From an optimization exercise on the open Yosys and OpenROAD flow, aimed at small area, a short achievable clock period and few clock cycles per item; shortcuts taken in it are not production practice.
No functional check of the RTL was part of any run shown here.

## flow/design.v (module list and top-level ports; edited modules follow where they fit)
// module Final: 2096 lines
// module Final_fa: 4 lines
// module Final_hai: 4 lines
module Final(
    rst_n,
    clk,
    in_valid,
    weight_valid,
    I,
    W,
    out_valid,
    OUT
);
  // ...
==> flow/run.sh <==
#!/bin/bash
# synth_recipe.tcl (not shown) runs the flow's synth.tcl, then flattens the netlist and writes it again
# the make line also repeats each setting of config.mk as NAME=value (left out here)
make -C /OpenROAD-flow-scripts/flow DESIGN_CONFIG=/design/flow/config.mk WORK_HOME=/design/flow/orfs CLKGATE_MAP_FILE= SYNTH_SCRIPT=/design/flow/synth_recipe.tcl finish
==> flow/config.mk <==
export PLATFORM = sky130hd
export DESIGN_NAME = Final
export DESIGN_NICKNAME = Final
export VERILOG_FILES = /design/flow/design.v
export SDC_FILE = /design/flow/constraint.sdc
export NUM_CORES = 4
export LEC_CHECK = 0
export CAP_MARGIN = 20
export CORE_MARGIN = 2
export CORE_UTILIZATION = 40
export SLEW_MARGIN = 20
export SYNTH_HIERARCHICAL = 1
==> flow/constraint.sdc <==
create_clock -name core_clock -period 10.0 [get_ports {clk}]
set_input_delay 2.0000 -clock core_clock [delete_from_list [all_inputs] [get_ports {clk}]]
set_output_delay 2.0000 -clock core_clock [all_outputs]
set_load 0.01 [all_outputs]
==> run_results.csv, run 1 <==
group,metric,value,unit
logic_synthesis,synthMuxAreaShare,7.77,%
cells_and_area,largest_reg_flops,128,
setup_path,cp.depth,11,
timing,clock.fmax,149,MHz
logic_synthesis,dominantRegCellSynth,"dfrtp_1",
setup_path,endpoint_kind,"flip-flop",
logic_synthesis,ys_seq_area_share,24.1,%
grt,overflow,0,
logic_synthesis,yosysTopAreaCellShare,52.8,%
placement,dp_hpwl,55900,um
routing,met1Wirelength,26400,um
placement,post_dp_cell_area,22000,um^2
setup_path,rr_endpoint,"cs[41]$_DFF_P_",
placement,dp_slack,2750,ps
logic_synthesis,yosysMostFrequentCell,"nand2_1",
routing,drc_errors,0,
logic_synthesis,synth_compound_area_share,1.00,%
cells_and_area,nets,2521,
setup_path,required,10370,ps
setup_path,slowest_stage,"buf_4",
cells_and_area,multi_input_area_share,61.1,%
cells_and_area,seq_area,4470,um^2
run_status,run_status,"timing/DRC/antenna clean",
cells_and_area,inv_count,58,
worst_hold_path,hold_depth,1,
placement,placed_cells,2333,
setup_path,worstPathMaxFanout,65,
cells_and_area,final_common_cell,"nand2_1",
cells_and_area,seq_cells,191,
setup_path,cp-start-kind,"input pin",
grt,grt_pass1_vias,13900,
timing,finClkSkew,14.5,ps
timing,relSlewSlack,38.7,%
cells_and_area,area_growth,21.7,%
cells_and_area,buffers_excl_clock,275,
grt,grt_util_all_layers,27.7,%
cells_and_area,multi_input_area,13800,um^2
setup_path,r2r_setup_slack,5550,ps
==> run 2: changes to the inputs <==
--- a/flow/config.mk
+++ b/flow/config.mk
@@ -8,5 +8,6 @@
 export CAP_MARGIN = 20
 export CORE_MARGIN = 2
 export CORE_UTILIZATION = 40
+export SETUP_SLACK_MARGIN = 4
 export SLEW_MARGIN = 20
 export SYNTH_HIERARCHICAL = 1
==> run 2 against run 1 <==
Worst hold slack improved by 5.1 ps. Synthesized cell count unchanged. Non-clock buffer count up 12. Flip-flop and latch count stayed put. Clock-buffer cell count down 1.
==> run_results.csv, run 2 <==
group,metric,value,unit
clock_network,clockBufferDepth,2,
clock_network,cts_max_level,4,
setup_path,arrival,6280,ps
timing,hold_viol,0,
timing,clock.fmax,169,MHz
run,max-cap-violations,0,
logic_synthesis,synth_area_per_cell,12.6,um^2
timing,min_period_over_period,59.2,%
setup_path,endpoint,"cs[47]$_DFF_P_",
placement,gp_congestion,0.978,
timing,relSlewSlack,38.1,%
setup_path,cp-start-kind,"input pin",
setup_path,worstPathMaxFanout,5,
logic_synthesis,yosysWarnings,7,
logic_synthesis,dominantRegCellSynth,"dfrtp_1",
placement,post_dp_cell_area,22100,um^2
grt,grt_pass1_wl,92500,um
routing,routed_wl,62700,um
floorplan,die_y,219,um
logic_synthesis,ys_seq_area_share,24.1,%
setup_path,crit_start,"W[49]",
clock_network,cts_inserted_buffers,17,
timing,fin_crit,5920,ps
setup_path,reg2reg_from,"weight[2]$_DFF_PN0_",
logic_synthesis,synth_edf_count,0,
cells_and_area,layout-drive-gt1-share,13.2,%
timing,setup_violations,0,
cells_and_area,final_area,23000,um^2
logic_synthesis,syn_inst,1472,
cells_and_area,diodes,0,
grt,overflow,0,
timing,whs,550,ps
logic_synthesis,syn_area,18600,um^2
routing,drtAntennaViolNets,0,
cells_and_area,final_cell_mix,"nand2_1 (514), fa_1 (445), clkdlybuf4s50_1 (267)",
timing,tns,0,ps
cells_and_area,regMostFlops,"weight",
placement,dp_slack,2780,ps
floorplan,core-area,45600,um^2
timing,rsz0062_at_grt,"true",
grt,grt_max_degree,66,
setup_path,endpoint_kind,"flip-flop",
clock_network,clk_latency,490,ps
floorplan,rows,78,
clock_network,cts_sinks,191,
logic_synthesis,yosysTopAreaCell,"fa_1",
logic_synthesis,ys_async_sr_fraction,67.5,%
grt,grt_pass1_vias,14000,
cells_and_area,nets,2533,
routing,drc_errors,0,
grt,grt_util_all_layers,27.7,%
cells_and_area,final_common_cell,"nand2_1",
routing,first_pass_iters,8,
routing,routedWlPerCell,26.4,um
floorplan,dieArea,48100,um^2
setup_path,rr_endpoint,"cs[41]$_DFF_P_",
cells_and_area,largest_reg_flops,128,
worst_hold_path,min_path_type,"flip-flop to flip-flop",
floorplan,initial_utilization,40.7,%
cells_and_area,top_regs,"weight (128), cs (62), out_valid (1)",
routing,vias,12300,
logic_synthesis,netlist_top_cells_count,"nand2_1 (516), fa_1 (489), dfrtp_1 (129)",
floorplan,die_w,219,um
setup_path,required,10360,ps
logic_synthesis,ys_types,34,
logic_synthesis,synth.area.top_cells,"fa_1 (53%), dfrtp_1 (17%), nand2_1 (10%)",
placement,port_buffers,273,
setup_path,r2r_setup_slack,5670,ps
routing,drt-initial-drc-count,1119,
logic_synthesis,yosysTopAreaCellShare,52.8,%
setup_path,ff2ff_path_depth,9,
timing,final.setup.worst_slack,4080,ps
clock_network,clkSlewWorstSetupHoldPaths,70,ps
timing,drv_slew,0,
cells_and_area,area_growth,23.9,%
timing,finClkSkew,12.4,ps
routing,viasPerCell,5.17,
logic_synthesis,yosysMostFrequentCell,"nand2_1",
grt,antenna_found_initial,1,
placement,dp_hpwl,54900,um
logic_synthesis,synth_nets,2241,
timing,tightest_slew,929,ps
logic_synthesis,ys_ff_latch,191,
clock_network,cts_tree,"yes",
clock_network,cts_root_buf,"clkbuf_16",
setup_path,worstSetupPathType,"input pin to flip-flop",
run_status,run_status,"timing/DRC/antenna clean",
floorplan,ioPinCount,274,
-- run 2: how the worst min path moves through the flow --
stage                          startpoint               endpoint  slack [ps]  cells past startpoint
floorplan           weight[100]$_DFF_PN0_  weight[100]$_DFF_PN0_         510                      1
global placement     weight[90]$_DFF_PN0_   weight[90]$_DFF_PN0_         530                      1
detailed placement   weight[99]$_DFF_PN0_   weight[99]$_DFF_PN0_         540                      1
CTS                  weight[82]$_DFF_PN0_   weight[82]$_DFF_PN0_         550                      1
global route        weight[112]$_DFF_PN0_  weight[112]$_DFF_PN0_         580                      1
finish               weight[82]$_DFF_PN0_   weight[82]$_DFF_PN0_         550                      1
-- run 2: kinds of logic after synthesis --
| logic type | after synthesis | share of synthesized area [%] |
|---|---|---|
| buf+inv | 72 | 1.55 |
| simple gates | 538 | 11.2 |
| xor+xnor | 7 | 0.330 |
| flops | 191 | 24.1 |
| compound gates | 27 | 1.00 |
| mux | 128 | 7.77 |
| fa+ha+maj | 509 | 54.1 |
-- run 2: Yosys stat by module, one instance, submodules excluded --
module     flip-flops and latches  cells  times used  area, um^2
Final_hai                       0      5           8        27.5
Final_fa                        0      1         488        20.0
Final                         191    944           1        8570
-- run 2: per-layer routing --
metal  part of all wire [%]  track usage (%)  wire (um)
met1                     42             37.5      26300
met2                     48             44.1      29900
met3                    7.2             6.17       4500
met4                    3.3             10.0       2090
met5                      0                0          0
-- run 2: through the flow --
stage / util, % / std cells
5_1_grt: 50.5 / 2377
2_1_floorplan: - / 1472
6_report: 50.5 / 2377
4_1_cts: 50.1 / 2371
3_5_place_dp: 48.4 / 2335
3_3_place_gp: 48.4 / 2335
-- run 2: layout make-up --
type,instances,area (um^2)
Clock buffer,18,429
Clock inverter,14,168
Fill cell,3949,22600
Inverter,58,218
Multi-Input combinational cell,1209,14000
Sequential cell,191,4470
Tap cell,600,751
Timing Repair Buffer,287,2980
-- run 2: worst max-delay path, stage by stage --
cell	delay [ps]
clkdlybuf4s50_1	470
mux2_2	220
nand2_1	90
fa_1	480
fa_1	560
fa_1	550
fa_1	460
fa_1	460
fa_1	580
fa_1	420
-- run 2: timing repair --
item | 4_1_cts | 5_1_grt
setup buffers | 0 | 6
hold endpoints to repair | 0 | 0
endpoints found under the setup margin | 35 | 15
pin swaps | 1 | 2
resized for setup | 17 | 37
hold buffers | 0 | 0
gates cloned | 4 | 0

## what the ideal ports hide
How much do the figures lean on ideal ports? The routed layouts below were timed once more, with nothing changed but the port constraints.
Step 1: set_driving_cell puts a clkbuf_16 on clk and a buf_2 on each other input, an assumption about the parent block.
Step 2 times the ports against the registers' clock, not the clock port: input delays grow and output delays shrink by t, the midpoint of the rising clock arrivals with the driver on.
Three values: no drivers, after step 1, after step 2; two values: the first two.
run	t (ns)	setup slack, ns	worst setup path at the end	slew at the worst register clock pin (ns)
run 1	0.528	3.274 / 3.302 / 2.774	input to register	0.08 / 0.08
run 2	0.534	4.079 / 3.898 / 3.364	input to register	0.08 / 0.08
After both steps setup and hold are still met in every run listed. For run 2, which loses most, drivers alone change the setup slack by -0.181 ns; drivers and shift together by -0.715 ns.
